Source: an optimization exercise on an open RTL-to-GDS flow (aim: small area and a short achievable clock period). Production flows keep margins and buffers that such runs may drop.
Where RTL was checked, it was by simulation tests only, not by an equivalence proof against the original.
Function not checked in run 2: the RTL went through the layout flow alone.

--- flow/flow/run.sh ---
#!/bin/bash
# Own layout flow: the standard layout (standard.sh: ORFS synthesis and
# place-and-route with the standard flow's config and constraints), with these changes:
#  - synthesis: synth_recipe.tcl with Yosys's quick ABC pass inside 'synth'
#    skipped (-noabc), so the adders reach extract_fa as written; registers and
#    their names are the same as the standard synthesis's,
#  - ABC maps the logic with flow/abc.script in place of ORFS's script,
#  - the port buffers that ORFS inserts are sky130_fd_sc_hd__buf_4,
#  - clock tree synthesis: clusters of up to 26 sinks within 70 um, clkbuf_16
#    buffers, no dummy loads.
# ORFS's scripts are copied into this folder and only the ABC scripts replaced.
# Every tool's output is in orfs/logs/ (one log per step) and flow_make.log.
set -euo pipefail
W="$(pwd)"
rm -rf "$W/scripts_own"
cp -r "$FLOW_HOME/scripts" "$W/scripts_own"
cp "$W/flow/abc.script" "$W/scripts_own/abc_area.script"
cp "$W/flow/abc.script" "$W/scripts_own/abc_speed.script"
sed 's/yosys synth -nofsm -noshare {\*}\$args/yosys synth -nofsm -noshare -noabc {*}$args/' \
  "$W/synth_recipe.tcl" > "$W/own_synth.tcl"
grep -q -- '-noabc' "$W/own_synth.tcl"
sed "s#synth_recipe\.tcl#own_synth.tcl#g" "$W/standard.sh" > "$W/own_standard.sh"
grep -q own_synth.tcl "$W/own_standard.sh"
export SCRIPTS_DIR="$W/scripts_own"
export BUFFER_PORTS_ARGS="-buffer_cell sky130_fd_sc_hd__buf_4"
export CTS_ARGS="-sink_clustering_enable -repair_clock_nets -dont_use_dummy_load -sink_clustering_size 26 -sink_clustering_max_diameter 70 -buf_list sky130_fd_sc_hd__clkbuf_16"
bash "$W/own_standard.sh" > "$W/flow_make.log" 2>&1
--- flow/flow/abc.script ---
strash
dc2
dch -f
map
topo
stime -c
buffer -c
upsize -c
dnsize -c
--- flow/standard.sh ---
#!/bin/bash
# synth_recipe.tcl (not shown) runs the flow's synth.tcl, then flattens the netlist and writes it again
# the make line also repeats each setting of config.mk as NAME=value (left out here)
make -C /OpenROAD-flow-scripts/flow DESIGN_CONFIG=/design/flow/config.mk WORK_HOME=/design/flow/orfs CLKGATE_MAP_FILE= SYNTH_SCRIPT=/design/flow/synth_recipe.tcl "${@:-finish}"
--- flow/config.mk ---
export PLATFORM = sky130hd
export DESIGN_NAME = fir_filter
export DESIGN_NICKNAME = fir_filter
export VERILOG_FILES = /design/flow/design.v
export SDC_FILE = /design/flow/constraint.sdc
export NUM_CORES = 4
export LEC_CHECK = 0
export ABC_AREA = 1
export CAP_MARGIN = 20
export CORE_MARGIN = 2
export CORE_UTILIZATION = 60
export SETUP_SLACK_MARGIN = 0.2
export SLEW_MARGIN = 20
export SYNTH_MEMORY_MAX_BITS = 65536
--- flow/constraint.sdc ---
create_clock -name core_clock -period 13.5 [get_ports {clk}]
set_input_delay 2.7000 -clock core_clock [delete_from_list [all_inputs] [get_ports {clk}]]
set_output_delay 2.7000 -clock core_clock [all_outputs]
set_load 0.01 [all_outputs]
--- flow/design.v ---
module counter (
    input clk,
    input rst,
    input clk_enable,
    output phase,
    output reg [5:0] age,
    output reg [6:0] since,
    output reg [5:0] filled
);
  reg [5:0] tap_count;
  reg tap_zero;
  assign phase = clk_enable && tap_zero;
  always @(posedge clk, posedge rst) begin
    if (rst) begin
      tap_count <= 6'd0;
      tap_zero  <= 1'b1;
      since     <= 7'd127;
      filled    <= 6'd0;
    end else begin
      if (clk_enable) begin
        tap_count <= tap_count + 6'd1;
        tap_zero  <= (tap_count == 6'd63);
      end
      if (phase) since <= 7'd1;
      else if (since != 7'd127) since <= since + 7'd1;
      if (phase && filled != 6'd63) filled <= filled + 6'd1;
    end
  end
  always @(posedge clk) begin
    age <= age + {6{~phase}};
  end
endmodule
module coeff_rom (
    input  [2:0] filter_sel,
    input  [4:0] tap,
    output reg sign,
    output reg [12:0] magnitude
);
  always @(*) begin
    case ({filter_sel, tap})
      8'd0: {sign, magnitude} = {1'b1, 13'd10};
      8'd1: {sign, magnitude} = {1'b1, 13'd31};
      8'd2: {sign, magnitude} = {1'b1, 13'd53};
      8'd3: {sign, magnitude} = {1'b1, 13'd72};
      8'd4: {sign, magnitude} = {1'b1, 13'd87};
      8'd5: {sign, magnitude} = {1'b1, 13'd89};
      8'd6: {sign, magnitude} = {1'b1, 13'd73};
      8'd7: {sign, magnitude} = {1'b1, 13'd31};
      8'd8: {sign, magnitude} = {1'b0, 13'd38};
      8'd9: {sign, magnitude} = {1'b0, 13'd131};
      8'd10: {sign, magnitude} = {1'b0, 13'd235};
      8'd11: {sign, magnitude} = {1'b0, 13'd330};
      8'd12: {sign, magnitude} = {1'b0, 13'd391};
      8'd13: {sign, magnitude} = {1'b0, 13'd391};
      8'd14: {sign, magnitude} = {1'b0, 13'd306};
      8'd15: {sign, magnitude} = {1'b0, 13'd125};
      8'd16: {sign, magnitude} = {1'b1, 13'd145};
      8'd17: {sign, magnitude} = {1'b1, 13'd479};
      8'd18: {sign, magnitude} = {1'b1, 13'd827};
      8'd19: {sign, magnitude} = {1'b1, 13'd1127};
      8'd20: {sign, magnitude} = {1'b1, 13'd1301};
      8'd21: {sign, magnitude} = {1'b1, 13'd1275};
      8'd22: {sign, magnitude} = {1'b1, 13'd989};
      8'd23: {sign, magnitude} = {1'b1, 13'd405};
      8'd24: {sign, magnitude} = {1'b0, 13'd477};
      8'd25: {sign, magnitude} = {1'b0, 13'd1621};
      8'd26: {sign, magnitude} = {1'b0, 13'd2949};
      8'd27: {sign, magnitude} = {1'b0, 13'd4351};
      8'd28: {sign, magnitude} = {1'b0, 13'd5698};
      8'd29: {sign, magnitude} = {1'b0, 13'd6857};
      8'd30: {sign, magnitude} = {1'b0, 13'd7707};
      8'd31: {sign, magnitude} = {1'b0, 13'd8156};
      8'd32: {sign, magnitude} = {1'b1, 13'd10};
      8'd33: {sign, magnitude} = {1'b1, 13'd21};
      8'd34: {sign, magnitude} = {1'b1, 13'd6};
      8'd35: {sign, magnitude} = {1'b0, 13'd44};
      8'd36: {sign, magnitude} = {1'b0, 13'd120};
      8'd37: {sign, magnitude} = {1'b0, 13'd188};
      8'd38: {sign, magnitude} = {1'b0, 13'd194};
      8'd39: {sign, magnitude} = {1'b0, 13'd92};
      8'd40: {sign, magnitude} = {1'b1, 13'd112};
      8'd41: {sign, magnitude} = {1'b1, 13'd347};
      8'd42: {sign, magnitude} = {1'b1, 13'd495};
      8'd43: {sign, magnitude} = {1'b1, 13'd458};
      8'd44: {sign, magnitude} = {1'b1, 13'd238};
      8'd45: {sign, magnitude} = {1'b0, 13'd43};
      8'd46: {sign, magnitude} = {1'b0, 13'd202};
      8'd47: {sign, magnitude} = {1'b0, 13'd120};
      8'd48: {sign, magnitude} = {1'b1, 13'd139};
      8'd49: {sign, magnitude} = {1'b1, 13'd316};
      8'd50: {sign, magnitude} = {1'b1, 13'd92};
      8'd51: {sign, magnitude} = {1'b0, 13'd685};
      8'd52: {sign, magnitude} = {1'b0, 13'd1804};
      8'd53: {sign, magnitude} = {1'b0, 13'd2685};
      8'd54: {sign, magnitude} = {1'b0, 13'd2627};
      8'd55: {sign, magnitude} = {1'b0, 13'd1197};
      8'd56: {sign, magnitude} = {1'b1, 13'd1410};
      8'd57: {sign, magnitude} = {1'b1, 13'd4305};
      8'd58: {sign, magnitude} = {1'b1, 13'd6208};
      8'd59: {sign, magnitude} = {1'b1, 13'd6033};
      8'd60: {sign, magnitude} = {1'b1, 13'd3466};
      8'd61: {sign, magnitude} = {1'b0, 13'd760};
      8'd62: {sign, magnitude} = {1'b0, 13'd5096};
      8'd63: {sign, magnitude} = {1'b0, 13'd7822};
      8'd64: {sign, magnitude} = {1'b1, 13'd9};
      8'd65: {sign, magnitude} = {1'b1, 13'd3};
      8'd66: {sign, magnitude} = {1'b0, 13'd46};
      8'd67: {sign, magnitude} = {1'b0, 13'd89};
      8'd68: {sign, magnitude} = {1'b0, 13'd40};
      8'd69: {sign, magnitude} = {1'b1, 13'd120};
      8'd70: {sign, magnitude} = {1'b1, 13'd249};
      8'd71: {sign, magnitude} = {1'b1, 13'd150};
      8'd72: {sign, magnitude} = {1'b0, 13'd182};
      8'd73: {sign, magnitude} = {1'b0, 13'd447};
      8'd74: {sign, magnitude} = {1'b0, 13'd315};
      8'd75: {sign, magnitude} = {1'b1, 13'd151};
      8'd76: {sign, magnitude} = {1'b1, 13'd483};
      8'd77: {sign, magnitude} = {1'b1, 13'd341};
      8'd78: {sign, magnitude} = {1'b0, 13'd31};
      8'd79: {sign, magnitude} = {1'b0, 13'd111};
      8'd80: {sign, magnitude} = {1'b1, 13'd128};
      8'd81: {sign, magnitude} = {1'b1, 13'd49};
      8'd82: {sign, magnitude} = {1'b0, 13'd723};
      8'd83: {sign, magnitude} = {1'b0, 13'd1391};
      8'd84: {sign, magnitude} = {1'b0, 13'd594};
      8'd85: {sign, magnitude} = {1'b1, 13'd1712};
      8'd86: {sign, magnitude} = {1'b1, 13'd3382};
      8'd87: {sign, magnitude} = {1'b1, 13'd1944};
      8'd88: {sign, magnitude} = {1'b0, 13'd2289};
      8'd89: {sign, magnitude} = {1'b0, 13'd5542};
      8'd90: {sign, magnitude} = {1'b0, 13'd3958};
      8'd91: {sign, magnitude} = {1'b1, 13'd1986};
      8'd92: {sign, magnitude} = {1'b1, 13'd7036};
      8'd93: {sign, magnitude} = {1'b1, 13'd5995};
      8'd94: {sign, magnitude} = {1'b0, 13'd787};
      8'd95: {sign, magnitude} = {1'b0, 13'd7209};
      8'd96: {sign, magnitude} = {1'b1, 13'd8};
      8'd97: {sign, magnitude} = {1'b0, 13'd15};
      8'd98: {sign, magnitude} = {1'b0, 13'd57};
      8'd99: {sign, magnitude} = {1'b1, 13'd9};
      8'd100: {sign, magnitude} = {1'b1, 13'd136};
      8'd101: {sign, magnitude} = {1'b1, 13'd55};
      8'd102: {sign, magnitude} = {1'b0, 13'd221};
      8'd103: {sign, magnitude} = {1'b0, 13'd202};
      8'd104: {sign, magnitude} = {1'b1, 13'd245};
      8'd105: {sign, magnitude} = {1'b1, 13'd396};
      8'd106: {sign, magnitude} = {1'b0, 13'd144};
      8'd107: {sign, magnitude} = {1'b0, 13'd517};
      8'd108: {sign, magnitude} = {1'b0, 13'd49};
      8'd109: {sign, magnitude} = {1'b1, 13'd423};
      8'd110: {sign, magnitude} = {1'b1, 13'd150};
      8'd111: {sign, magnitude} = {1'b0, 13'd97};
      8'd112: {sign, magnitude} = {1'b1, 13'd112};
      8'd113: {sign, magnitude} = {1'b0, 13'd235};
      8'd114: {sign, magnitude} = {1'b0, 13'd896};
      8'd115: {sign, magnitude} = {1'b1, 13'd142};
      8'd116: {sign, magnitude} = {1'b1, 13'd2035};
      8'd117: {sign, magnitude} = {1'b1, 13'd783};
      8'd118: {sign, magnitude} = {1'b0, 13'd2997};
      8'd119: {sign, magnitude} = {1'b0, 13'd2617};
      8'd120: {sign, magnitude} = {1'b1, 13'd3081};
      8'd121: {sign, magnitude} = {1'b1, 13'd4912};
      8'd122: {sign, magnitude} = {1'b0, 13'd1811};
      8'd123: {sign, magnitude} = {1'b0, 13'd6808};
      8'd124: {sign, magnitude} = {1'b0, 13'd721};
      8'd125: {sign, magnitude} = {1'b1, 13'd7421};
      8'd126: {sign, magnitude} = {1'b1, 13'd3787};
      8'd127: {sign, magnitude} = {1'b0, 13'd6319};
      8'd128: {sign, magnitude} = {1'b1, 13'd7};
      8'd129: {sign, magnitude} = {1'b0, 13'd29};
      8'd130: {sign, magnitude} = {1'b0, 13'd17};
      8'd131: {sign, magnitude} = {1'b1, 13'd93};
      8'd132: {sign, magnitude} = {1'b0, 13'd13};
      8'd133: {sign, magnitude} = {1'b0, 13'd181};
      8'd134: {sign, magnitude} = {1'b1, 13'd118};
      8'd135: {sign, magnitude} = {1'b1, 13'd246};
      8'd136: {sign, magnitude} = {1'b0, 13'd299};
      8'd137: {sign, magnitude} = {1'b0, 13'd212};
      8'd138: {sign, magnitude} = {1'b1, 13'd476};
      8'd139: {sign, magnitude} = {1'b1, 13'd51};
      8'd140: {sign, magnitude} = {1'b0, 13'd502};
      8'd141: {sign, magnitude} = {1'b1, 13'd128};
      8'd142: {sign, magnitude} = {1'b1, 13'd281};
      8'd143: {sign, magnitude} = {1'b0, 13'd79};
      8'd144: {sign, magnitude} = {1'b1, 13'd92};
      8'd145: {sign, magnitude} = {1'b0, 13'd440};
      8'd146: {sign, magnitude} = {1'b0, 13'd272};
      8'd147: {sign, magnitude} = {1'b1, 13'd1447};
      8'd148: {sign, magnitude} = {1'b0, 13'd200};
      8'd149: {sign, magnitude} = {1'b0, 13'd2582};
      8'd150: {sign, magnitude} = {1'b1, 13'd1602};
      8'd151: {sign, magnitude} = {1'b1, 13'd3188};
      8'd152: {sign, magnitude} = {1'b0, 13'd3754};
      8'd153: {sign, magnitude} = {1'b0, 13'd2625};
      8'd154: {sign, magnitude} = {1'b1, 13'd5970};
      8'd155: {sign, magnitude} = {1'b1, 13'd670};
      8'd156: {sign, magnitude} = {1'b0, 13'd7317};
      8'd157: {sign, magnitude} = {1'b1, 13'd2251};
      8'd158: {sign, magnitude} = {1'b1, 13'd7084};
      8'd159: {sign, magnitude} = {1'b0, 13'd5186};
      8'd160: {sign, magnitude} = {1'b1, 13'd5};
      8'd161: {sign, magnitude} = {1'b0, 13'd33};
      8'd162: {sign, magnitude} = {1'b1, 13'd38};
      8'd163: {sign, magnitude} = {1'b1, 13'd27};
      8'd164: {sign, magnitude} = {1'b0, 13'd130};
      8'd165: {sign, magnitude} = {1'b1, 13'd146};
      8'd166: {sign, magnitude} = {1'b1, 13'd25};
      8'd167: {sign, magnitude} = {1'b0, 13'd280};
      8'd168: {sign, magnitude} = {1'b1, 13'd341};
      8'd169: {sign, magnitude} = {1'b0, 13'd44};
      8'd170: {sign, magnitude} = {1'b0, 13'd384};
      8'd171: {sign, magnitude} = {1'b1, 13'd497};
      8'd172: {sign, magnitude} = {1'b0, 13'd147};
      8'd173: {sign, magnitude} = {1'b0, 13'd280};
      8'd174: {sign, magnitude} = {1'b1, 13'd317};
      8'd175: {sign, magnitude} = {1'b0, 13'd59};
      8'd176: {sign, magnitude} = {1'b1, 13'd69};
      8'd177: {sign, magnitude} = {1'b0, 13'd496};
      8'd178: {sign, magnitude} = {1'b1, 13'd594};
      8'd179: {sign, magnitude} = {1'b1, 13'd422};
      8'd180: {sign, magnitude} = {1'b0, 13'd1957};
      8'd181: {sign, magnitude} = {1'b1, 13'd2086};
      8'd182: {sign, magnitude} = {1'b1, 13'd333};
      8'd183: {sign, magnitude} = {1'b0, 13'd3638};
      8'd184: {sign, magnitude} = {1'b1, 13'd4283};
      8'd185: {sign, magnitude} = {1'b0, 13'd546};
      8'd186: {sign, magnitude} = {1'b0, 13'd4822};
      8'd187: {sign, magnitude} = {1'b1, 13'd6546};
      8'd188: {sign, magnitude} = {1'b0, 13'd2134};
      8'd189: {sign, magnitude} = {1'b0, 13'd4920};
      8'd190: {sign, magnitude} = {1'b1, 13'd7994};
      8'd191: {sign, magnitude} = {1'b0, 13'd3853};
      8'd192: {sign, magnitude} = {1'b1, 13'd3};
      8'd193: {sign, magnitude} = {1'b0, 13'd25};
      8'd194: {sign, magnitude} = {1'b1, 13'd59};
      8'd195: {sign, magnitude} = {1'b0, 13'd82};
      8'd196: {sign, magnitude} = {1'b1, 13'd64};
      8'd197: {sign, magnitude} = {1'b1, 13'd19};
      8'd198: {sign, magnitude} = {1'b0, 13'd159};
      8'd199: {sign, magnitude} = {1'b1, 13'd304};
      8'd200: {sign, magnitude} = {1'b0, 13'd370};
      8'd201: {sign, magnitude} = {1'b1, 13'd285};
      8'd202: {sign, magnitude} = {1'b0, 13'd49};
      8'd203: {sign, magnitude} = {1'b0, 13'd245};
      8'd204: {sign, magnitude} = {1'b1, 13'd445};
      8'd205: {sign, magnitude} = {1'b0, 13'd440};
      8'd206: {sign, magnitude} = {1'b1, 13'd246};
      8'd207: {sign, magnitude} = {1'b0, 13'd36};
      8'd208: {sign, magnitude} = {1'b1, 13'd42};
      8'd209: {sign, magnitude} = {1'b0, 13'd386};
      8'd210: {sign, magnitude} = {1'b1, 13'd931};
      8'd211: {sign, magnitude} = {1'b0, 13'd1282};
      8'd212: {sign, magnitude} = {1'b1, 13'd964};
      8'd213: {sign, magnitude} = {1'b1, 13'd264};
      8'd214: {sign, magnitude} = {1'b0, 13'd2156};
      8'd215: {sign, magnitude} = {1'b1, 13'd3947};
      8'd216: {sign, magnitude} = {1'b0, 13'd4647};
      8'd217: {sign, magnitude} = {1'b1, 13'd3533};
      8'd218: {sign, magnitude} = {1'b0, 13'd611};
      8'd219: {sign, magnitude} = {1'b0, 13'd3225};
      8'd220: {sign, magnitude} = {1'b1, 13'd6484};
      8'd221: {sign, magnitude} = {1'b0, 13'd7718};
      8'd222: {sign, magnitude} = {1'b1, 13'd6209};
      8'd223: {sign, magnitude} = {1'b0, 13'd2373};
      8'd224: {sign, magnitude} = {1'b0, 13'd10};
      8'd225: {sign, magnitude} = {1'b1, 13'd31};
      8'd226: {sign, magnitude} = {1'b0, 13'd52};
      8'd227: {sign, magnitude} = {1'b1, 13'd72};
      8'd228: {sign, magnitude} = {1'b0, 13'd86};
      8'd229: {sign, magnitude} = {1'b1, 13'd89};
      8'd230: {sign, magnitude} = {1'b0, 13'd73};
      8'd231: {sign, magnitude} = {1'b1, 13'd31};
      8'd232: {sign, magnitude} = {1'b1, 13'd38};
      8'd233: {sign, magnitude} = {1'b0, 13'd130};
      8'd234: {sign, magnitude} = {1'b1, 13'd234};
      8'd235: {sign, magnitude} = {1'b0, 13'd329};
      8'd236: {sign, magnitude} = {1'b1, 13'd390};
      8'd237: {sign, magnitude} = {1'b0, 13'd389};
      8'd238: {sign, magnitude} = {1'b1, 13'd305};
      8'd239: {sign, magnitude} = {1'b0, 13'd125};
      8'd240: {sign, magnitude} = {1'b0, 13'd145};
      8'd241: {sign, magnitude} = {1'b1, 13'd477};
      8'd242: {sign, magnitude} = {1'b0, 13'd825};
      8'd243: {sign, magnitude} = {1'b1, 13'd1124};
      8'd244: {sign, magnitude} = {1'b0, 13'd1297};
      8'd245: {sign, magnitude} = {1'b1, 13'd1272};
      8'd246: {sign, magnitude} = {1'b0, 13'd986};
      8'd247: {sign, magnitude} = {1'b1, 13'd404};
      8'd248: {sign, magnitude} = {1'b1, 13'd476};
      8'd249: {sign, magnitude} = {1'b0, 13'd1617};
      8'd250: {sign, magnitude} = {1'b1, 13'd2941};
      8'd251: {sign, magnitude} = {1'b0, 13'd4340};
      8'd252: {sign, magnitude} = {1'b1, 13'd5684};
      8'd253: {sign, magnitude} = {1'b0, 13'd6839};
      8'd254: {sign, magnitude} = {1'b1, 13'd7687};
      8'd255: {sign, magnitude} = {1'b0, 13'd8135};
      default: {sign, magnitude} = 14'd0;
    endcase
  end
endmodule
module coeffs (
    input clk,
    input [2:0] filter_sel,
    input [5:0] age,
    input [6:0] since,
    input [5:0] filled,
    output reg [6:0] neg_q,
    output reg [6:0] one_q,
    output reg [6:0] two_q,
    output reg win_q,
    output reg [2:0] sel_q
);
  wire rom_sign;
  wire [12:0] rom_magnitude;
  coeff_rom u_coeff_rom (
      .filter_sel(sel_q),
      .tap(age[5] ? ~age[4:0] : age[4:0]),
      .sign(rom_sign),
      .magnitude(rom_magnitude)
  );
  reg [12:0] magnitude_q;
  reg negative_q, use_q, win1;
  always @(posedge clk) begin
    sel_q <= filter_sel;
    magnitude_q <= rom_magnitude;
    negative_q <= rom_sign ^ ((sel_q == 3'd7) && age[5]);
    use_q <= (age <= filled) && (filled != 6'd0) && (since <= 7'd64);
    win1 <= (since <= 7'd64);
  end
  wire [14:0] mx = {1'b0, use_q ? magnitude_q : 13'd0, 1'b0};
  integer j;
  always @(posedge clk) begin
    win_q <= win1;
    for (j = 0; j < 7; j = j + 1) begin
      neg_q[j] <= (mx[2*j+2] ^ negative_q) & win1;
      one_q[j] <= mx[2*j+1] ^ mx[2*j];
      two_q[j] <= (mx[2*j+2] & ~mx[2*j+1] & ~mx[2*j]) | (~mx[2*j+2] & mx[2*j+1] & mx[2*j]);
    end
  end
endmodule
module delay_pipeline (
    input clk,
    input phase,
    input [5:0] age,
    input signed [15:0] filter_in,
    output signed [15:0] sample_q
);
  reg signed [15:0] newest;
  reg signed [15:0] ring[0:63];
  integer i;
  wire signed [15:0] sample = (age[5:1] == 5'd0) ? newest : ring[0];
  assign sample_q = ring[62];
  always @(posedge clk) begin
    if (phase) newest <= filter_in;
    for (i = 0; i < 63; i = i + 1) ring[i] <= ring[i+1];
    ring[63] <= sample;
  end
endmodule
module compute (
    input clk,
    input rst,
    input phase,
    input [6:0] since,
    input [5:0] filled,
    input [2:0] sel_q,
    input signed [15:0] sample_q,
    input [6:0] neg_q,
    input [6:0] one_q,
    input [6:0] two_q,
    input win_q,
    output reg signed [15:0] filter_out
);
  wire [15:0] x = sample_q;
  wire [17:0] pp0;
  wire [17:0] pp1;
  wire [17:0] pp2;
  wire [17:0] pp3;
  wire [17:0] pp4;
  wire [17:0] pp5;
  wire [17:0] pp6;
  genvar g;
  generate
    for (g = 0; g < 7; g = g + 1) begin : g_pp
      wire [16:0] y = ({17{one_q[g]}} & {x[15], x}) | ({17{two_q[g]}} & {x, 1'b0});
      wire [17:0] r = {~(y[16] ^ neg_q[g]) & win_q, y ^ {17{neg_q[g]}}};
    end
  endgenerate
  assign pp0 = g_pp[0].r;
  assign pp1 = g_pp[1].r;
  assign pp2 = g_pp[2].r;
  assign pp3 = g_pp[3].r;
  assign pp4 = g_pp[4].r;
  assign pp5 = g_pp[5].r;
  assign pp6 = g_pp[6].r;
  reg [33:0] acc_s, acc_c;
  reg first;   
  reg signed [15:0] result;
  reg [33:0] init;
  always @(*) begin
    case (sel_q)
      3'd0: init = 34'd5729550336;
      3'd1: init = 34'd5729550336;
      3'd2: init = 34'd5729550336;
      3'd3: init = 34'd5729550336;
      3'd4: init = 34'd5729550336;
      3'd5: init = 34'd5729550336;
      3'd6: init = 34'd5729550336;
      3'd7: init = 34'd5729550336;
      default: init = 34'd0;
    endcase
  end
  wire [33:0] s_in = first ? init : acc_s;
  wire [33:0] c_in = first ? 34'd0 : acc_c;
  wire [307:0] t;
  csa_ha u0 (neg_q[3], c_in[6], t[0], t[1]);
  csa_ha u1 (c_in[7], s_in[7], t[2], t[3]);
  csa_fa u2 (neg_q[4], c_in[8], s_in[8], t[4], t[5]);
  csa_ha u3 (pp0[8], pp1[6], t[6], t[7]);
  csa_fa u4 (c_in[9], s_in[9], pp0[9], t[8], t[9]);
  csa_ha u5 (pp1[7], pp2[5], t[10], t[11]);
  csa_fa u6 (neg_q[5], c_in[10], s_in[10], t[12], t[13]);
  csa_fa u7 (pp0[10], pp1[8], pp2[6], t[14], t[15]);
  csa_ha u8 (pp3[4], pp4[2], t[16], t[17]);
  csa_fa u9 (c_in[11], s_in[11], pp0[11], t[18], t[19]);
  csa_fa u10 (pp1[9], pp2[7], pp3[5], t[20], t[21]);
  csa_ha u11 (pp4[3], pp5[1], t[22], t[23]);
  csa_fa u12 (c_in[12], s_in[12], pp0[12], t[24], t[25]);
  csa_fa u13 (pp1[10], pp2[8], pp3[6], t[26], t[27]);
  csa_fa u14 (pp4[4], pp5[2], pp6[0], t[28], t[29]);
  csa_fa u15 (c_in[13], s_in[13], pp0[13], t[30], t[31]);
  csa_fa u16 (pp1[11], pp2[9], pp3[7], t[32], t[33]);
  csa_fa u17 (pp4[5], pp5[3], pp6[1], t[34], t[35]);
  csa_fa u18 (c_in[14], s_in[14], pp0[14], t[36], t[37]);
  csa_fa u19 (pp1[12], pp2[10], pp3[8], t[38], t[39]);
  csa_fa u20 (pp4[6], pp5[4], pp6[2], t[40], t[41]);
  csa_fa u21 (c_in[15], s_in[15], pp0[15], t[42], t[43]);
  csa_fa u22 (pp1[13], pp2[11], pp3[9], t[44], t[45]);
  csa_fa u23 (pp4[7], pp5[5], pp6[3], t[46], t[47]);
  csa_fa u24 (c_in[16], s_in[16], pp0[16], t[48], t[49]);
  csa_fa u25 (pp1[14], pp2[12], pp3[10], t[50], t[51]);
  csa_fa u26 (pp4[8], pp5[6], pp6[4], t[52], t[53]);
  csa_fa u27 (c_in[17], s_in[17], pp0[17], t[54], t[55]);
  csa_fa u28 (pp1[15], pp2[13], pp3[11], t[56], t[57]);
  csa_fa u29 (pp4[9], pp5[7], pp6[5], t[58], t[59]);
  csa_fa u30 (c_in[18], s_in[18], pp1[16], t[60], t[61]);
  csa_fa u31 (pp2[14], pp3[12], pp4[10], t[62], t[63]);
  csa_ha u32 (pp5[8], pp6[6], t[64], t[65]);
  csa_fa u33 (c_in[19], s_in[19], pp1[17], t[66], t[67]);
  csa_fa u34 (pp2[15], pp3[13], pp4[11], t[68], t[69]);
  csa_ha u35 (pp5[9], pp6[7], t[70], t[71]);
  csa_fa u36 (c_in[20], s_in[20], pp2[16], t[72], t[73]);
  csa_fa u37 (pp3[14], pp4[12], pp5[10], t[74], t[75]);
  csa_fa u38 (c_in[21], s_in[21], pp2[17], t[76], t[77]);
  csa_ha u39 (pp3[15], pp4[13], t[78], t[79]);
  csa_fa u40 (c_in[22], s_in[22], pp3[16], t[80], t[81]);
  csa_ha u41 (c_in[23], s_in[23], t[82], t[83]);
  csa_ha u42 (neg_q[1], c_in[2], t[84], t[85]);
  csa_ha u43 (c_in[3], s_in[3], t[86], t[87]);
  csa_fa u44 (neg_q[2], c_in[4], s_in[4], t[88], t[89]);
  csa_ha u45 (pp0[4], pp1[2], t[90], t[91]);
  csa_fa u46 (c_in[5], s_in[5], pp0[5], t[92], t[93]);
  csa_ha u47 (pp1[3], pp2[1], t[94], t[95]);
  csa_fa u48 (s_in[6], t[0], pp0[6], t[96], t[97]);
  csa_fa u49 (pp1[4], pp2[2], pp3[0], t[98], t[99]);
  csa_fa u50 (t[1], t[2], pp0[7], t[100], t[101]);
  csa_fa u51 (pp1[5], pp2[3], pp3[1], t[102], t[103]);
  csa_fa u52 (t[3], pp2[4], pp3[2], t[104], t[105]);
  csa_fa u53 (pp4[0], t[4], t[6], t[106], t[107]);
  csa_fa u54 (pp3[3], pp4[1], t[5], t[108], t[109]);
  csa_fa u55 (t[10], t[7], t[8], t[110], t[111]);
  csa_fa u56 (pp5[0], t[12], t[11], t[112], t[113]);
  csa_fa u57 (t[16], t[14], t[9], t[114], t[115]);
  csa_fa u58 (t[13], t[17], t[22], t[116], t[117]);
  csa_fa u59 (t[15], t[18], t[20], t[118], t[119]);
  csa_fa u60 (t[23], t[19], t[21], t[120], t[121]);
  csa_fa u61 (t[24], t[26], t[28], t[122], t[123]);
  csa_fa u62 (t[25], t[27], t[29], t[124], t[125]);
  csa_fa u63 (t[30], t[32], t[34], t[126], t[127]);
  csa_fa u64 (t[31], t[33], t[35], t[128], t[129]);
  csa_fa u65 (t[36], t[38], t[40], t[130], t[131]);
  csa_fa u66 (t[37], t[39], t[41], t[132], t[133]);
  csa_fa u67 (t[42], t[44], t[46], t[134], t[135]);
  csa_fa u68 (t[43], t[45], t[47], t[136], t[137]);
  csa_fa u69 (t[48], t[50], t[52], t[138], t[139]);
  csa_fa u70 (t[49], t[51], t[53], t[140], t[141]);
  csa_fa u71 (t[54], t[56], t[58], t[142], t[143]);
  csa_fa u72 (t[64], t[55], t[57], t[144], t[145]);
  csa_fa u73 (t[59], t[60], t[62], t[146], t[147]);
  csa_fa u74 (t[65], t[70], t[61], t[148], t[149]);
  csa_fa u75 (t[63], t[66], t[68], t[150], t[151]);
  csa_fa u76 (pp6[8], t[71], t[67], t[152], t[153]);
  csa_fa u77 (t[69], t[72], t[74], t[154], t[155]);
  csa_fa u78 (pp5[11], pp6[9], t[78], t[156], t[157]);
  csa_fa u79 (t[73], t[75], t[76], t[158], t[159]);
  csa_fa u80 (pp4[14], pp5[12], pp6[10], t[160], t[161]);
  csa_fa u81 (t[79], t[77], t[80], t[162], t[163]);
  csa_fa u82 (t[82], pp3[17], pp4[15], t[164], t[165]);
  csa_fa u83 (pp5[13], pp6[11], t[81], t[166], t[167]);
  csa_fa u84 (c_in[24], s_in[24], t[83], t[168], t[169]);
  csa_fa u85 (pp4[16], pp5[14], pp6[12], t[170], t[171]);
  csa_fa u86 (c_in[25], s_in[25], pp4[17], t[172], t[173]);
  csa_ha u87 (pp5[15], pp6[13], t[174], t[175]);
  csa_fa u88 (c_in[26], s_in[26], pp5[16], t[176], t[177]);
  csa_ha u89 (c_in[27], s_in[27], t[178], t[179]);
  csa_ha u90 (neg_q[0], c_in[0], t[180], t[181]);
  csa_ha u91 (c_in[1], s_in[1], t[182], t[183]);
  csa_fa u92 (s_in[2], t[84], pp0[2], t[184], t[185]);
  csa_fa u93 (t[85], t[86], pp0[3], t[186], t[187]);
  csa_fa u94 (t[87], pp2[0], t[88], t[188], t[189]);
  csa_fa u95 (t[89], t[91], t[94], t[190], t[191]);
  csa_fa u96 (t[95], t[93], t[96], t[192], t[193]);
  csa_fa u97 (t[100], t[102], t[97], t[194], t[195]);
  csa_fa u98 (t[101], t[103], t[104], t[196], t[197]);
  csa_fa u99 (t[105], t[108], t[107], t[198], t[199]);
  csa_fa u100 (t[109], t[112], t[111], t[200], t[201]);
  csa_fa u101 (t[113], t[116], t[115], t[202], t[203]);
  csa_fa u102 (t[117], t[119], t[120], t[204], t[205]);
  csa_fa u103 (t[121], t[123], t[124], t[206], t[207]);
  csa_fa u104 (t[125], t[127], t[128], t[208], t[209]);
  csa_fa u105 (t[129], t[131], t[132], t[210], t[211]);
  csa_fa u106 (t[133], t[135], t[136], t[212], t[213]);
  csa_fa u107 (t[137], t[139], t[140], t[214], t[215]);
  csa_fa u108 (t[141], t[143], t[144], t[216], t[217]);
  csa_fa u109 (t[145], t[147], t[148], t[218], t[219]);
  csa_fa u110 (t[149], t[151], t[152], t[220], t[221]);
  csa_fa u111 (t[156], t[153], t[155], t[222], t[223]);
  csa_fa u112 (t[160], t[157], t[159], t[224], t[225]);
  csa_fa u113 (t[161], t[164], t[163], t[226], t[227]);
  csa_fa u114 (t[168], t[165], t[170], t[228], t[229]);
  csa_fa u115 (t[169], t[174], t[171], t[230], t[231]);
  csa_fa u116 (pp6[14], t[175], t[173], t[232], t[233]);
  csa_fa u117 (t[178], pp5[17], pp6[15], t[234], t[235]);
  csa_fa u118 (c_in[28], s_in[28], t[179], t[236], t[237]);
  csa_ha u119 (c_in[29], s_in[29], t[238], t[239]);
  csa_ha u120 (s_in[0], t[180], t[240], t[241]);
  csa_fa u121 (t[181], t[182], pp0[1], t[242], t[243]);
  csa_fa u122 (t[183], pp1[0], t[184], t[244], t[245]);
  csa_fa u123 (pp1[1], t[185], t[186], t[246], t[247]);
  csa_fa u124 (t[90], t[187], t[188], t[248], t[249]);
  csa_fa u125 (t[189], t[92], t[190], t[250], t[251]);
  csa_fa u126 (t[98], t[191], t[192], t[252], t[253]);
  csa_fa u127 (t[99], t[193], t[194], t[254], t[255]);
  csa_fa u128 (t[106], t[195], t[196], t[256], t[257]);
  csa_fa u129 (t[110], t[197], t[198], t[258], t[259]);
  csa_fa u130 (t[114], t[199], t[200], t[260], t[261]);
  csa_fa u131 (t[118], t[201], t[202], t[262], t[263]);
  csa_fa u132 (t[122], t[203], t[204], t[264], t[265]);
  csa_fa u133 (t[126], t[205], t[206], t[266], t[267]);
  csa_fa u134 (t[130], t[207], t[208], t[268], t[269]);
  csa_fa u135 (t[134], t[209], t[210], t[270], t[271]);
  csa_fa u136 (t[138], t[211], t[212], t[272], t[273]);
  csa_fa u137 (t[142], t[213], t[214], t[274], t[275]);
  csa_fa u138 (t[146], t[215], t[216], t[276], t[277]);
  csa_fa u139 (t[150], t[217], t[218], t[278], t[279]);
  csa_fa u140 (t[154], t[219], t[220], t[280], t[281]);
  csa_fa u141 (t[158], t[221], t[222], t[282], t[283]);
  csa_fa u142 (t[162], t[223], t[224], t[284], t[285]);
  csa_fa u143 (t[166], t[225], t[226], t[286], t[287]);
  csa_fa u144 (t[167], t[228], t[227], t[288], t[289]);
  csa_fa u145 (t[172], t[229], t[230], t[290], t[291]);
  csa_fa u146 (t[176], t[231], t[232], t[292], t[293]);
  csa_fa u147 (t[177], t[234], t[233], t[294], t[295]);
  csa_fa u148 (pp6[16], t[236], t[235], t[296], t[297]);
  csa_fa u149 (t[238], pp6[17], t[237], t[298], t[299]);
  csa_fa u150 (c_in[30], s_in[30], t[239], t[300], t[301]);
  csa_ha u151 (c_in[31], s_in[31], t[302], t[303]);
  csa_ha u152 (c_in[32], s_in[32], t[304], t[305]);
  csa_ha u153 (c_in[33], s_in[33], t[306], t[307]);
  wire [33:0] s_next = {t[306], t[304], t[302], t[300], t[298], t[296], t[294], t[292], t[290], t[288], t[286], t[284], t[282], t[280], t[278], t[276], t[274], t[272], t[270], t[268], t[266], t[264], t[262], t[260], t[258], t[256], t[254], t[252], t[250], t[248], t[246], t[244], t[242], t[240]};
  wire [33:0] c_next = {t[305], t[303], t[301], t[299], t[297], t[295], t[293], t[291], t[289], t[287], t[285], t[283], t[281], t[279], t[277], t[275], t[273], t[271], t[269], t[267], t[265], t[263], t[261], t[259], t[257], t[255], t[253], t[251], t[249], t[247], t[245], t[243], t[241], pp0[0]};
  wire [33:0] acc = acc_s + acc_c;
  wire sat_pos = ~acc[33] & acc[32];
  wire sat_neg = acc[33] & ~acc[32];
  wire [15:0] acc_sat = sat_pos ? 16'h7fff : sat_neg ? 16'h8000 : acc[31:16];
  always @(posedge clk) begin
    acc_s <= s_next;
    acc_c <= c_next;
    first <= (since == 7'd2);
  end
  always @(posedge clk, posedge rst) begin
    if (rst) begin
      result <= 16'sd0;
      filter_out <= 16'sd0;
    end else begin
      if (first) result <= (filled[5:1] != 5'd0) ? acc_sat : 16'd0;
      if (phase) filter_out <= result;
    end
  end
endmodule
module csa_fa (
    input a,
    input b,
    input c,
    output s,
    output co
);
  assign {co, s} = {1'b0, a} + {1'b0, b} + {1'b0, c};
endmodule
module csa_ha (
    input a,
    input b,
    output s,
    output co
);
  assign {co, s} = {1'b0, a} + {1'b0, b};
endmodule
module fir_filter (
    input clk,
    input rst,
    input clk_enable,
    input [2:0] filter_sel,
    input  signed [15:0] filter_in,
    output signed [15:0] filter_out
);
  wire phase;
  wire [5:0] age;
  wire [6:0] since;
  wire [5:0] filled;
  wire signed [15:0] sample_q;
  wire [6:0] neg_q, one_q, two_q;
  wire win_q;
  wire [2:0] sel_q;
  counter u_counter (
      .clk(clk),
      .rst(rst),
      .clk_enable(clk_enable),
      .phase(phase),
      .age(age),
      .since(since),
      .filled(filled)
  );
  delay_pipeline u_delay_pipeline (
      .clk(clk),
      .phase(phase),
      .age(age),
      .filter_in(filter_in),
      .sample_q(sample_q)
  );
  coeffs u_coeffs (
      .clk(clk),
      .filter_sel(filter_sel),
      .age(age),
      .since(since),
      .filled(filled),
      .neg_q(neg_q),
      .one_q(one_q),
      .two_q(two_q),
      .win_q(win_q),
      .sel_q(sel_q)
  );
  compute u_compute (
      .clk(clk),
      .rst(rst),
      .phase(phase),
      .since(since),
      .filled(filled),
      .sel_q(sel_q),
      .sample_q(sample_q),
      .neg_q(neg_q),
      .one_q(one_q),
      .two_q(two_q),
      .win_q(win_q),
      .filter_out(filter_out)
  );
endmodule
==> results.yml, run 1 <==
placement:
  place_congestion: 0.986
  dp_hpwl_um: 58500
  io_buffers: 37
worst_hold_path:
  hold_depth: 0
  hp-class: "reg2reg"
  min_from: "u_delay_pipeline.ring[57][3]"
  min_to: "u_delay_pipeline.ring[56][3]"
yosys:
  avgSynthCellArea_um2: 12.5
  synth_compound_area_share_pct: 8.48
  synth_fp_nets: 3111
  synthXorXnorAreaFrac_pct: 3.64
  syn_area_mm2: 0.0361
  yosysTopAreaCellShare_pct: 63.3
  synthAdderAreaFrac_pct: 9.93
  syn_inst: 2882
  synth.distinct_cells: 63
  ys_seq_area_share_pct: 68.3
  async_flop_share_pct: 4.30
  yosysTopAreaCell: "dfxtp_1"
  yosys.area_share.simple_pct: 5.42
  yosysMostFrequentCell: "dfxtp_1"
  synth-seq-cells: 1208
  synth.area.mux_share_pct: 0.500
  yosys-top-cells-count: "dfxtp_1, nor2_1, inv_1"
  synth_warnings: 6
  synth-edff-count: 16
  ys.flop_type: "dfxtp_1"
  synth_area_leaders: "dfxtp_1, fa_1, xor2_1"
  synth_top_family_by_area: "adder cells"
cts:
  hold_buffers: 0
  clk_transition_reported_paths_ps: 100
  tritoncts: "built"
  cts_buffers: 57
  clock_latency_ps: 660
  cts_buffer_depth: 3
  post_cts_buffers: 0
  clock_sinks: 1208
  cts_resized: 0
  root_buffer: "clkbuf_16"
  ctsHtreeMaxLevel: 2
sta:
  max_slew_margin_pct: 24.0
  fmax_mhz: 219
  tns_ps: 0
  finalHoldViolCount: 0
  rsz0062_at_grt: "no"
  fin_hold_ws_ps: 273
  min_period_over_period_pct: 33.8
  fin_worst_skew_ps: 135
  tightest_slew_ps: 1140
  layout_min_cycle_time_ps: 4560
  setup_viol: 0
  drv_slew: 0
detailed_routing:
  finalWirelength_um: 87500
  antenna_left: 0
  dr.first_iter.drc_count: 2051
  drt_first_pass_iters: 8
  vias: 20483
  drc: 0
  viasPerCell: 5.56
  routedWlPerCell_um: 23.8
setup_path:
  rr_startpoint: "u_compute.acc_c[1]"
  critPathCaptureType: "register"
  critPathKind: "reg2reg"
  regToRegSetupSlack_ps: 8940
  path_max_fanout: 12
  crit_arrival_ps: 4980
  r2r_end: "u_compute.result[15]"
  cp-start-kind: "register"
  reg2regPathDepth: 25
  crit_required_ps: 13930
floorplan:
  core_mm2: 0.0592
  design.portCount: 38
  design.die.area_mm2: 0.0621
  die_h_um: 249
  rows: 89
  start_util_pct: 60.9
  die_w_um: 249
final_layout:
  nets: 3140
  layout-drive-gt1-share_pct: 6.74
  utilization_pct: 65.1
  area_delta_synth_final_pct: 7.04
  num_antenna_cells: 0
global_route:
  grt_pass1_wl_um: 133000
  grt_max_degree: 85
  grt.total_usage_pct: 28.4
  grt_pass1_vias: 21700
  antenna_found_initial: 4
  globalRouteOverflowTotal: 0
run:
  maxCapViolations: 0
outcome:
  status: "complete, no violations"
[per-layer routing]
| layer | GRT usage [%] | routed length [um] | vias up |
|---|---|---|---|
| met3 | 4.17 | 5330 | 259 |
| met4 | 12.4 | 4300 | 4 |
| met5 | 0 | 24 | - |
| met2 | 48.8 | 42700 | 858 |
| met1 | 36.0 | 35100 | 9989 |
| li1 | - | - | 9373 |
[worst max-delay path: stages, from the launching register on]
cell      delay (ps)
dfxtp_1          320
ha_1             300
nand3_1           90
a21oi_1           80
o21bai_1         160
a21oi_1           90
o21bai_1         270
a21oi_1          140
o21bai_1         230
a21oi_1          110
o21bai_2         130
nand2_2           90
a31oi_4          190
o21bai_4         100
a21oi_4          170
o21bai_4          90
a21oi_4          190
o22ai_4          120
nand3_2           90
a21oi_1           70
o21ai_1          160
a21oi_2           80
o21bai_1         600
nand3_1          310
nand2_1          130
o22ai_1           80
[flip-flops by register name, indices dropped and copies added, names as in the netlist]
register / count
u_delay_pipeline.ring: 1024
u_compute.acc_c: 34
u_compute.acc_s: 34
u_compute.filter_out: 16
u_compute.result: 16
u_delay_pipeline.newest: 16
u_coeffs.magnitude_q: 13
u_coeffs.neg_q: 7
u_coeffs.one_q: 7
u_coeffs.two_q: 7
u_counter.since: 7
u_counter.age: 6
u_counter.filled: 6
u_counter.tap_count: 6
u_coeffs.sel_q: 3
u_coeffs.negative_q: 1
u_coeffs.use_q: 1
u_coeffs.win1: 1
u_coeffs.win_q: 1
u_compute.first: 1
u_counter.tap_zero: 1
[stage by stage]
step           instances  cell area (um2)  setup slack [ps]
3_5_place_dp        3625            37200              8400
6_report            3682            38600              8940
4_1_cts             3682            38600              8920
3_3_place_gp        3625            37200              8480
2_1_floorplan       2882            36100              8410
5_1_grt             3682            38600              8560
[worst max path at each step]
stage / from / endpoint / cells after the start
finish: u_compute.acc_c[1] / u_compute.result[15] / 25
global route: u_compute.acc_c[1] / u_compute.result[14] / 24
CTS: u_compute.acc_c[1] / u_compute.result[15] / 25
detailed placement: clk_enable / u_counter.age[5] / 12
global placement: clk_enable / u_counter.age[5] / 12
floorplan: clk_enable / u_counter.age[4] / 10
[kinds of logic after synthesis]
group	count (synthesis)
buf+inv	356
simple gates	473
fa+ha+maj	207
compound gates	472
xor+xnor	150
flops	1208
mux	16
[placed cells by master, fill, tap and decap left out, drive strengths merged, types with 22 or more instances in the layout]
| cell | n |
|---|---|
| a21oi | 118 |
| a31oi | 37 |
| buf | 64 |
| clkbuf | 57 |
| dfrtp | 44 |
| dfxtp | 1140 |
| fa | 132 |
| ha | 75 |
| inv | 256 |
| nand2 | 109 |
| nand3 | 52 |
| nor2 | 264 |
| nor3 | 22 |
| o211ai | 23 |
| o21ai | 96 |
| o22ai | 127 |
| xnor2 | 22 |
| xor2 | 128 |
[final cells by class]
class | instances | area (um2)
clock buffers | 57 | 1430
flip-flops and latches | 1208 | 24600
multi-input cells | 1318 | 10100
fillers | 4195 | 20600
inverters | 262 | 985
repair buffers | 64 | 480
well taps | 773 | 967
==> inputs of run 2 (changes only) <==
--- a/flow/design.v
+++ b/flow/design.v
@@ -26,8 +26,16 @@
       if (phase && filled != 6'd63) filled <= filled + 6'd1;
     end
   end
+  wire [5:0] age_flip;
+  assign age_flip[0] = 1'b1;
+  genvar i;
+  generate
+    for (i = 1; i < 6; i = i + 1) begin : g_age
+      assign age_flip[i] = age_flip[i-1] & ~age[i-1];
+    end
+  endgenerate
   always @(posedge clk) begin
-    age <= age + {6{~phase}};
+    age <= age ^ (age_flip & {6{~phase}});
   end
 endmodule
 module coeff_rom (
@@ -394,7 +402,7 @@
   assign pp6 = g_pp[6].r;
   reg [33:0] acc_s, acc_c;
   reg first;   
-  reg signed [15:0] result;
+  reg [17:0] result;
   reg [33:0] init;
   always @(*) begin
     case (sel_q)
@@ -569,9 +577,10 @@
   wire [33:0] s_next = {t[306], t[304], t[302], t[300], t[298], t[296], t[294], t[292], t[290], t[288], t[286], t[284], t[282], t[280], t[278], t[276], t[274], t[272], t[270], t[268], t[266], t[264], t[262], t[260], t[258], t[256], t[254], t[252], t[250], t[248], t[246], t[244], t[242], t[240]};
   wire [33:0] c_next = {t[305], t[303], t[301], t[299], t[297], t[295], t[293], t[291], t[289], t[287], t[285], t[283], t[281], t[279], t[277], t[275], t[273], t[271], t[269], t[267], t[265], t[263], t[261], t[259], t[257], t[255], t[253], t[251], t[249], t[247], t[245], t[243], t[241], pp0[0]};
   wire [33:0] acc = acc_s + acc_c;
-  wire sat_pos = ~acc[33] & acc[32];
-  wire sat_neg = acc[33] & ~acc[32];
-  wire [15:0] acc_sat = sat_pos ? 16'h7fff : sat_neg ? 16'h8000 : acc[31:16];
+  wire [17:0] acc_hi = acc[33:16];
+  wire sat_pos = ~result[17] & result[16];
+  wire sat_neg = result[17] & ~result[16];
+  wire [15:0] result_sat = sat_pos ? 16'h7fff : sat_neg ? 16'h8000 : result[15:0];
   always @(posedge clk) begin
     acc_s <= s_next;
     acc_c <= c_next;
@@ -579,11 +588,11 @@
   end
   always @(posedge clk, posedge rst) begin
     if (rst) begin
-      result <= 16'sd0;
+      result <= 18'd0;
       filter_out <= 16'sd0;
     end else begin
-      if (first) result <= (filled[5:1] != 5'd0) ? acc_sat : 16'd0;
-      if (phase) filter_out <= result;
+      if (first) result <= (filled[5:1] != 5'd0) ? acc_hi : 18'd0;
+      if (phase) filter_out <= result_sat;
     end
   end
 endmodule
==> run 2 against run 1 <==
Worst hold slack better by 7.7 ps. Final cell count is 0.22% higher. Critical endpoint is now u_compute.filter_out[15]. Fmax is 2.5% lower. Highest routed layer unchanged.
==> results.yml, run 2 <==
outcome:
  status: "complete, no violations"
yosys:
  ys.flop_type: "dfxtp_1"
  synth_fp_nets: 3114
  yosysTopAreaCellShare_pct: 63.7
  async_flop_share_pct: 4.46
  syn_area_mm2: 0.0358
  yosys-top-cells-count: "dfxtp_1, nor2_1, inv_1"
  synth.distinct_cells: 54
  yosysMostFrequentCell: "dfxtp_1"
  synth-edff-count: 16
  yosysTopAreaCell: "dfxtp_1"
  synth-seq-cells: 1210
  ys_seq_area_share_pct: 68.9
  synth_warnings: 6
  avgSynthCellArea_um2: 12.4
  syn_inst: 2890
  synth_area_leaders: "dfxtp_1, fa_1, dfrtp_1"
global_route:
  grt_max_degree: 70
  globalRouteOverflowTotal: 0
  grt_pass1_wl_um: 129000
  grt_pass1_vias: 21473
  grt.total_usage_pct: 28.1
  antenna_found_initial: 1
sta:
  tns_ps: 0
  min_period_over_period_pct: 34.6
  fin_worst_skew_ps: 92.4
  finalHoldViolCount: 0
  rsz0062_at_grt: "no"
  max_slew_margin_pct: 18.4
  worst_slack_ps: 8820
  setup_viol: 0
  fin_hold_ws_ps: 281
  tightest_slew_ps: 1220
  layout_min_cycle_time_ps: 4680
  fmax_mhz: 214
  drv_slew: 0
cts:
  clock_latency_ps: 630
  tritoncts: "built"
  cts_resized: 0
  clock_sinks: 1210
  cts_buffer_depth: 3
  root_buffer: "clkbuf_16"
  cts_buffers: 58
  post_cts_buffers: 0
  hold_buffers: 0
  clk_transition_reported_paths_ps: 100
  ctsHtreeMaxLevel: 2
final_layout:
  layout-drive-gt1-share_pct: 6.24
  final_cell_mix: "dfxtp_1, nor2_1, inv_1"
  num_antenna_cells: 0
  final_common_cell: "dfxtp_1"
  top_regs: "u_delay_pipeline.ring (1024), u_compute.acc_c (34), u_compute.acc_s (34)"
  nets: 3143
  largest_reg_flops: 1024
  top_register: "u_delay_pipeline.ring"
  area_delta_synth_final_pct: 7.23
  fin_cells: 3690
  utilization_pct: 65.1
detailed_routing:
  routedWlPerCell_um: 23.1
  drc: 0
  drt_first_pass_iters: 6
  vias: 20401
  antenna_left: 0
  dr.first_iter.drc_count: 1562
  finalWirelength_um: 85100
  viasPerCell: 5.53
worst_hold_path:
  hp-class: "reg2reg"
setup_path:
  cp-start-kind: "primary input"
  path_max_fanout: 36
  crit_arrival_ps: 5240
  crit_required_ps: 14060
  critPathCaptureType: "register"
  critPathKind: "in2reg"
run:
  maxCapViolations: 0
floorplan:
  die_h_um: 248
  design.die.area_mm2: 0.0617
  die_w_um: 248
  core_mm2: 0.0590
  start_util_pct: 60.7
  design.portCount: 38
  rows: 89
placement:
  dpl_worst_slack_ps: 7880
  dpl.cell_count: 3632
  io_buffers: 37
  place_congestion: 0.960
  dp_hpwl_um: 56500
## run 2: cell count changes in the layout (fill, tap and decap cells not counted), sizes merged, moves of 9 or more
cell	change
xor2	-12
nor2	+9
a31oi	-16
o22ai	-14
o21ai	+29
nand2	+32
## run 2: logic make-up (layout without fill, tap and decap cells)
group | Yosys count | count (layout) | share of synthesized area (%)
and+or+nand+nor | 515 | 515 | 5.89
adders and majority gates | 202 | 202 | 9.80
xor gates and xnor gates | 137 | 137 | 3.37
DFF | 1210 | 1210 | 68.9
AOI/OAI and AO/OA | 459 | 459 | 7.88
buffers and inverters | 351 | 378 | 3.69
muxes | 16 | 16 | 0.503
## run 2: metal layers
layer / up-vias / track usage, % / part of all wire (%)
met5: - / 0 / 0.012
met4: 2 / 11.4 / 4.4
met3: 211 / 3.84 / 5.7
met2: 808 / 48.0 / 49
met1: 10026 / 36.0 / 41
li1: 9354 / - / -
## run 2: cell type report
type,instances,area (um2)
fill,4183,20600
sequential,1210,24700
clock buffer,58,1450
timing repair buffer,63,473
tap,773,967
multi-input combinational,1329,9870
inverter,257,967
## run 2: path summary, 6_finish.rpt
kind	startpoint	endpoint	slack, ps	depth (start not counted)
max in group asynchronous	rst	u_compute.result[13]	10800	2
hold / removal	u_delay_pipeline.ring[2][1]	u_delay_pipeline.ring[1][1]	280	0
min in group asynchronous	rst	u_compute.filter_out[6]	2180	2
hold reg to reg	u_delay_pipeline.ring[2][1]	u_delay_pipeline.ring[1][1]	280	0
setup / recovery	clk_enable	u_compute.filter_out[15]	8820	7
setup reg to reg	u_counter.age[5]	u_coeffs.magnitude_q[4]	8990	13
## run 2: critical path, stage by stage
cell and delay, ps:
buf_4 140, inv_1 90, nor2_4 820, inv_1 450, a21oi_2 630, o21ai_0 240, nand2_1 120
## run 2: per-stage QoR
| stage | instance area, um2 |
|---|---|
| finish | 38400 |
| detailed placement | 36900 |
| CTS | 38400 |
| floorplan | 35800 |
| global route | 38400 |
| global placement | 36900 |
==> inputs of run 3 (changes only) <==
--- a/flow/design.v
+++ b/flow/design.v
@@ -326,21 +326,16 @@
       .sign(rom_sign),
       .magnitude(rom_magnitude)
   );
-  reg [12:0] magnitude_q;
-  reg negative_q, use_q, win1;
-  always @(posedge clk) begin
-    sel_q <= filter_sel;
-    magnitude_q <= rom_magnitude;
-    negative_q <= rom_sign ^ ((sel_q == 3'd7) && age[5]);
-    use_q <= (age <= filled) && (filled != 6'd0) && (since <= 7'd64);
-    win1 <= (since <= 7'd64);
-  end
-  wire [14:0] mx = {1'b0, use_q ? magnitude_q : 13'd0, 1'b0};
+  wire win = (since <= 7'd64);
+  wire use_slot = (age <= filled) && (filled != 6'd0) && win;
+  wire negative = rom_sign ^ ((sel_q == 3'd7) && age[5]);
+  wire [14:0] mx = {1'b0, use_slot ? rom_magnitude : 13'd0, 1'b0};
   integer j;
   always @(posedge clk) begin
-    win_q <= win1;
+    sel_q <= filter_sel;
+    win_q <= win;
     for (j = 0; j < 7; j = j + 1) begin
-      neg_q[j] <= (mx[2*j+2] ^ negative_q) & win1;
+      neg_q[j] <= (mx[2*j+2] ^ negative) & win;
       one_q[j] <= mx[2*j+1] ^ mx[2*j];
       two_q[j] <= (mx[2*j+2] & ~mx[2*j+1] & ~mx[2*j]) | (~mx[2*j+2] & mx[2*j+1] & mx[2*j]);
     end
@@ -357,7 +352,7 @@
   reg signed [15:0] ring[0:63];
   integer i;
   wire signed [15:0] sample = (age[5:1] == 5'd0) ? newest : ring[0];
-  assign sample_q = ring[62];
+  assign sample_q = ring[63];
   always @(posedge clk) begin
     if (phase) newest <= filter_in;
     for (i = 0; i < 63; i = i + 1) ring[i] <= ring[i+1];
@@ -403,6 +398,8 @@
   reg [33:0] acc_s, acc_c;
   reg first;   
   reg [17:0] result;
+  reg first2;   
+  reg signed [15:0] result_sat_q;
   reg [33:0] init;
   always @(*) begin
     case (sel_q)
@@ -584,15 +581,17 @@
   always @(posedge clk) begin
     acc_s <= s_next;
     acc_c <= c_next;
-    first <= (since == 7'd2);
+    first <= (since == 7'd1);
+    first2 <= first;
+    if (first) result <= acc_hi;
   end
   always @(posedge clk, posedge rst) begin
     if (rst) begin
-      result <= 18'd0;
+      result_sat_q <= 16'sd0;
       filter_out <= 16'sd0;
     end else begin
-      if (first) result <= (filled[5:1] != 5'd0) ? acc_hi : 18'd0;
-      if (phase) filter_out <= result_sat;
+      if (first2) result_sat_q <= (filled[5:1] != 5'd0) ? result_sat : 16'd0;
+      if (phase) filter_out <= result_sat_q;
     end
   end
 endmodule
==> run 3 against run 2 <==
Critical endpoint is now u_coeffs.two_q[4]. Via count fell by 2.8%. First-iteration DRC count is 2.3% lower. Non-clock buffer count shrank 4.
==> results.yml, run 3 <==
outcome:
  status: "complete, no violations"
cts:
  cts_buffer_depth: 3
  hold_buffers: 0
  cts_resized: 0
  root_buffer: "clkbuf_16"
  tritoncts: "built"
  clk_transition_reported_paths_ps: 100
  clock_latency_ps: 660
  cts_buffers: 57
  ctsHtreeMaxLevel: 2
  post_cts_buffers: 0
  clock_sinks: 1211
yosys:
  yosysTopAreaCellShare_pct: 62.2
  yosys-top-cells-count: "dfxtp_1, nor2_1, inv_1"
  ys.flop_type: "dfxtp_1"
  synth-edff-count: 34
  avgSynthCellArea_um2: 12.6
  synth_fp_nets: 3108
  yosysMostFrequentCell: "dfxtp_1"
  yosysTopAreaCell: "dfxtp_1"
  synth_area_leaders: "dfxtp_1, fa_1, xor2_1"
  synth-seq-cells: 1211
  syn_inst: 2884
  async_flop_share_pct: 4.29
  synth.distinct_cells: 64
  ys_seq_area_share_pct: 68.6
  synth_warnings: 6
  syn_area_mm2: 0.0362
floorplan:
  design.die.area_mm2: 0.0623
  core_mm2: 0.0600
  die_h_um: 250
  design.portCount: 38
  rows: 90
  die_w_um: 250
  start_util_pct: 60.3
sta:
  layout_min_cycle_time_ps: 3940
  rsz0062_at_grt: "no"
  fmax_mhz: 254
  finalHoldViolCount: 0
  fin_worst_skew_ps: 126
  drv_slew: 0
  max_slew_margin_pct: 29.3
  min_period_over_period_pct: 29.2
  tns_ps: 0
  fin_hold_ws_ps: 260
  setup_viol: 0
  tightest_slew_ps: 1060
detailed_routing:
  viasPerCell: 5.38
  routedWlPerCell_um: 21.1
  dr.first_iter.drc_count: 1526
  drt_first_pass_iters: 6
  drc: 0
  vias: 19822
  finalWirelength_um: 77900
  antenna_left: 0
global_route:
  grt.total_usage_pct: 25.4
  grt_pass1_vias: 20808
  grt_max_degree: 63
  antenna_found_initial: 2
  grt_pass1_wl_um: 122000
  globalRouteOverflowTotal: 0
final_layout:
  utilization_pct: 64.5
  final_common_cell: "dfxtp_1"
  top_regs: "u_delay_pipeline.ring (1024), u_compute.acc_c (34), u_compute.acc_s (34)"
  final_cell_mix: "dfxtp_1, nor2_1, inv_1"
  fin_cells: 3687
  nets: 3130
  area_delta_synth_final_pct: 6.84
  largest_reg_flops: 1024
  top_register: "u_delay_pipeline.ring"
  layout-drive-gt1-share_pct: 7.20
setup_path:
  cp-start-kind: "register"
  critPathCaptureType: "register"
  critPathMaxStageDelay_ps: 710
  critPathKind: "reg2reg"
  cpMaxStageDelayCell: "dfxtp_1"
  crit_arrival_ps: 4450
  crit_chain: "xnor2_2, buf_4, inv_2, nor2_4, nor2_2, nor2_2, nor2_1, nand2_1, nand2_1, o22ai_1, a32oi_1, o2111ai_1, a211oi_1"
  crit_required_ps: 14010
  path_max_fanout: 13
placement:
  dp_hpwl_um: 52300
  dpl.cell_count: 3629
  io_buffers: 37
  place_congestion: 0.988
run:
  maxCapViolations: 0
worst_hold_path:
  hp-class: "reg2reg"
run 3: critical path: cells and delay by family, from the launching register on:
| kind | cells | cell delay [ps] |
|---|---|---|
| AO/OA/AOI/OAI | 4 | 970 |
| flip-flops | 1 | 710 |
| buffers and inverters | 2 | 640 |
| XOR/XNOR | 1 | 120 |
| AND/OR/NAND/NOR | 6 | 1450 |
run 3: layout make-up:
cell class	count	area (um2)
Antenna cell	1	2.50
Inverter	252	952
Fill cell	4358	21300
Sequential cell	1211	24900
Clock buffer	57	1430
Tap cell	782	978
Multi-Input combinational cell	1325	10000
Timing Repair Buffer	59	443
run 3: routing by layer:
layer | track usage (%) | up-vias | wire, um
li1 | - | 9360 | -
met2 | 41.5 | 566 | 36400
met4 | 9.14 | 4 | 2860
met3 | 3.99 | 163 | 3960
met5 | 0 | - | 26
met1 | 34.6 | 9729 | 34700
run 3: through the flow:
step / worst slack [ps] / cell area [um2]
6_report: 9560 / 38700
3_3_place_gp: 9070 / 37300
4_1_cts: 9570 / 38700
3_5_place_dp: 9010 / 37300
2_1_floorplan: 9020 / 36200
5_1_grt: 9300 / 38700
run 3: final timing paths:
check	start	to	slack [ps]	depth (start not counted)
max in group asynchronous	rst	u_counter.filled[4]	10730	2
worst max-delay path	u_counter.age[5]	u_coeffs.two_q[4]	9560	13
worst min-delay path	u_delay_pipeline.ring[61][7]	u_delay_pipeline.ring[60][7]	260	0
worst max register to register	u_counter.age[5]	u_coeffs.two_q[4]	9560	13
worst min register to register	u_delay_pipeline.ring[61][7]	u_delay_pipeline.ring[60][7]	260	0
min in group asynchronous	rst	u_compute.filter_out[5]	2240	2
run 3: cell families (layout without fill, tap and decap cells):
group / Yosys count / after routing / synth area share [%]
compound gates: 449 / 449 / 7.46
xor+xnor: 154 / 154 / 3.83
fa+ha+maj: 202 / 202 / 9.70
buf+inv: 348 / 368 / 3.72
flops: 1211 / 1211 / 68.6
mux: 16 / 16 / 0.498
other cells: 0 / 1 / 0
simple gates: 504 / 504 / 6.15

## re-timing with driven ports
How much do the figures lean on ideal ports? The routed layouts below were timed once more, with nothing changed but the port constraints. Step 1, drivers: a clkbuf_16 drives clk and a buf_2 each remaining input, both assumed. Step 2 also shifts input and output timing later by t, the mid clock arrival at the registers, as if the neighbouring blocks saw the same clock. Slacks: ideal / step 1 / step 2; pairs: ideal / step 1.
run	shift t [ns]	setup WS [ns]	worst setup path after step 2	latest minus earliest clock arrival (ns)	worst slew at a driven data input, ns
run 1	0.661	8.943 / 8.943 / 8.429	input to register	0.135 / 0.135	0.05
run 2	0.645	8.824 / 8.838 / 8.193	input to register	0.112 / 0.112	0.07
run 3	0.662	9.562 / 9.535 / 8.921	input to register	0.132 / 0.132	0.13
After both steps setup and hold are still met in every run listed. For run 3, which loses most, drivers alone change the setup slack by -0.027 ns; drivers and shift together by -0.641 ns.
